This design comes from an exercise in tuning for small area on the open sky130 flow, not from production work.
Only simulation tests tie the RTL to the original design; equivalence was not proved.
The clock input has no modelled driver; a real chip could not lean on it and would need a root buffer or a full tree.
No activity file was given, so power comes from the tool's default toggle rates.

Setup of oak:
## reaction_game
module reaction_game(
    input  wire clk,
    input  wire start_btn,
    input  wire resp_btn,
    input  wire reset_btn,
    output reg  [7:0] leds,
    output reg  [6:0] seg,
    output reg        dp,
    output reg  [7:0] an,
    output wire       piezo,
    output wire lcd_rs,
    output wire lcd_rw,
    output reg  lcd_e,
    output wire [7:0] lcd_data,
    output wire fc_r,
    output wire fc_g,
    output wire fc_b
);
For scale: ~580 cells after synthesis, roughly 43 I/O pins, about 0.0042 mm² of cells after synthesis.
export LEC_CHECK = 0
export CAP_MARGIN = 5
export CORE_MARGIN = 2
export CORE_UTILIZATION = 70
export PLACE_DENSITY = 0.9
export SLEW_MARGIN = 5
create_clock -name core_clock -period 45.0 [get_ports {clk}]
standard.sh (not shown) runs the stock make flow with config.mk's settings and CLKGATE_MAP_FILE= SYNTH_SCRIPT=/design/flow/synth_recipe.tcl, a recipe that flattens the netlist after the stock synthesis.
==> flow/flow/run.sh <==
#!/bin/bash
# The standard layout (standard.sh), with these changes:
#  - synthesis maps with an area-oriented ABC script (flow/area.abc), run
#    with several seeds keeping the smallest, and leaves adders to ABC
#    instead of fixed half/full-adder cells;
#    registers are inferred exactly as in the standard synthesis;
#  - port buffers are the smallest buffer, buf_1;
#  - the clock is buffered by flow/my_cts.tcl: MY_CLK_K buffers, each
#    driving one group of nearby registers, driven from the clock port;
#  - after floorplan, flow/my_ties.tcl lets one tie cell drive a 0 and a 1.
set -euo pipefail
HERE=$(pwd)
export MY_ABC_SCRIPT=$HERE/flow/area.abc
export MY_ABC_SEEDS="1 2 3 4 5 6 7 8"
export ADDER_MAP_FILE=
export ABC_AREA=1
export BUFFER_PORTS_ARGS="-buffer_cell sky130_fd_sc_hd__buf_1"
export PRE_CTS_TCL=$HERE/flow/my_cts.tcl
export POST_FLOORPLAN_TCL=$HERE/flow/my_ties.tcl
export MY_CLK_K=4
export MY_CLK_BUF=sky130_fd_sc_hd__buf_12
export MY_CLK_ROOT=
sed -e "s#SYNTH_SCRIPT=[^ ]*synth_recipe.tcl#SYNTH_SCRIPT=$HERE/flow/my_synth.tcl#" standard.sh > my_standard.sh
grep -q "flow/my_synth.tcl" my_standard.sh
bash my_standard.sh > flow.log 2>&1
Other scripts of this flow, unchanged in this note and not shown: flow/flow/area.abc, flow/flow/my_cts.tcl, flow/flow/my_synth.tcl, flow/flow/my_ties.tcl
oak | status: complete | timing, DRC, antenna: pass
## Diff of input files: pine against oak
--- a/flow/design.v
+++ b/flow/design.v
@@ -28,34 +28,37 @@
 reg [2:0] state, next_state;
 reg       chg;          
 wire st_idle   = (state == S_IDLE);
 wire st_wait   = (state == S_WAIT);
 wire st_signal = (state == S_SIGNAL);
 wire st_result = (state == S_RESULT);
 wire st_false  = (state == S_FALSE);
 reg [3:0] d0, d1, d2, d3, d4;
 reg       hi;
 wire m500  = d3[1] | d3[0] | d2[3] | (d2[2] & (d2[1] | d2[0]));   
 wire fast  = ~hi & (d4 == 0) & (d3 == 0);                  
 wire le1k  = fast | (~hi & (d4 == 0) & (d3 == 4'd1) & (d2 == 0) & (d1 == 0) & (d0 == 0));
+reg  [13:0] m_cnt;
 localparam [15:0] INJ = 16'h544F;    
 reg [15:0] lfsr;
-reg [4:0]  inj;                      
+reg [4:3]  inj_hi;
+wire [4:0] inj = {inj_hi, m_cnt[13:11]};
+wire [4:0] inj_inc = inj + 1'b1;
 wire       inj_on = ~inj[4];
 wire       lfsr_init = reset_btn | (st_idle & ~start_btn);
 always @(posedge clk) begin
     if (lfsr_init) lfsr <= 16'hACE1;
     else lfsr <= {lfsr[14:0], st_idle ? 1'b1 : inj_on ? INJ[inj[3:0]] : (lfsr[15]^lfsr[13]^lfsr[12]^lfsr[10])};
-    if (st_idle) inj <= 5'd1;
-    else if (inj_on) inj <= inj + 1'b1;
+    if (st_idle) inj_hi <= 2'd0;
+    else if (inj_on) inj_hi <= inj_inc[4:3];
 end
 always @(*) begin
     next_state = state;
     case (state)
         S_IDLE:    if (start_btn) next_state = S_WAIT;
         S_WAIT:    if (resp_btn) next_state = S_FALSE; else if (wait_done) next_state = S_SIGNAL;
         S_SIGNAL:  if (resp_btn) next_state = S_CAPTURE;
         S_CAPTURE: next_state = S_RESULT;
         S_RESULT:  if (start_btn) next_state = S_IDLE;
         S_FALSE:   if (d3[1]) next_state = S_IDLE;
         default:   next_state = state;
     endcase
@@ -85,31 +88,30 @@
         if (cnt_inc) d0 <= inc10(d0);
         if (c0) d1 <= inc10(d1);
         if (c1) d2 <= inc10(d2);
         if (c2) d3 <= inc10(d3);
         if (c3) d4 <= inc10(d4);
         if (c4) hi <= 1'b1;
     end
 end
 reg        play;
 reg        p_out;
 assign piezo = p_out;
 localparam [13:0] MEL_K0  = 14'd12991;
-reg  [13:0] m_cnt;
 wire [11:0] r2    = {m_cnt[10:0] & {11{~st_idle}}, lfsr[15]};
 wire [12:0] r2sub = {1'b0, r2} - 13'd1501;
 wire        wait_done = m500 & (m_cnt[10:0] == 0);
 wire        mel_end = m_cnt[13] & m_cnt[12] & m_cnt[11];
 always @(posedge clk) begin
-    if (st_idle | inj_on)                       m_cnt <= {3'b0, r2sub[12] ? r2[10:0] : r2sub[10:0]};
+    if (st_idle | inj_on)                       m_cnt <= {st_idle ? 3'd1 : inj_inc[2:0], r2sub[12] ? r2[10:0] : r2sub[10:0]};
     else if (st_result & chg)                   m_cnt <= MEL_K0;
     else if (play & ms_tick & (m_cnt[13:3] == 11'd357)) m_cnt <= 14'h3FFF;
     else                                        m_cnt <= m_cnt - {13'b0, play | (ms_tick & m500)};
 end
 always @(posedge clk) begin
     if (reset_btn) play <= 1'b0;
     else play <= st_result & (chg | (play & ~mel_end));
 end
 always @(posedge clk) begin
     if (reset_btn) p_out <= 0;
     else p_out <= play & ~mel_end & fast & ~m_cnt[13];
 end
### Flow results
Between oak and pine, the hold slack figures differ only marginally. | minimum clock period after layout | pine vs oak | worse |. pine packs its core looser than oak. In pine relative to oak, final weighted congestion in routability-driven placement had gone up by more than 10%. Higher number of synthesized register bits among pine and oak: oak. Count of fill cells added during filler insertion down 2.1% in pine wrt oak. From oak to pine the numbers moved as follows: area taken by multi-input logic gates picked up an extra 28 µm², number of buffers and inverters on the critical path neither gained nor lost much, part of the total power dissipated in sequential elements neither gained nor lost much, via count picked up an extra 1.5%.
In every run of this note, the design's own scripts or RTL, not TritonCTS, make the clock network.

==> afterwards: timing with drivers on the ports <==
Ports are ideal in the flow. The routed layouts listed here were re-timed in OpenROAD. Step 1 (the two cells are an assumption about what drives the block):
set clk [get_ports {clk}]
set_driving_cell -lib_cell sky130_fd_sc_hd__clkbuf_16 $clk
set_driving_cell -lib_cell sky130_fd_sc_hd__buf_2 [delete_from_list [all_inputs] $clk]
Step 2 also shifts input and output timing later by t, the mid clock arrival at the registers, as if the neighbouring blocks saw the same clock. a / b / c = ideal / step 1 / step 2; a / b = the first two.
run	shift t [ns]	setup WS [ns]	worst register clock-pin slew, ns	worst slew at a driven data input, ns	pins driven straight from the clock port
oak	0.211	33.466 / 33.384 / 33.594	0.11 / 0.11	0.03	4
pine	0.215	33.224 / 33.138 / 33.353	0.12 / 0.12	0.03	4
After both steps setup and hold are still met in every run listed.
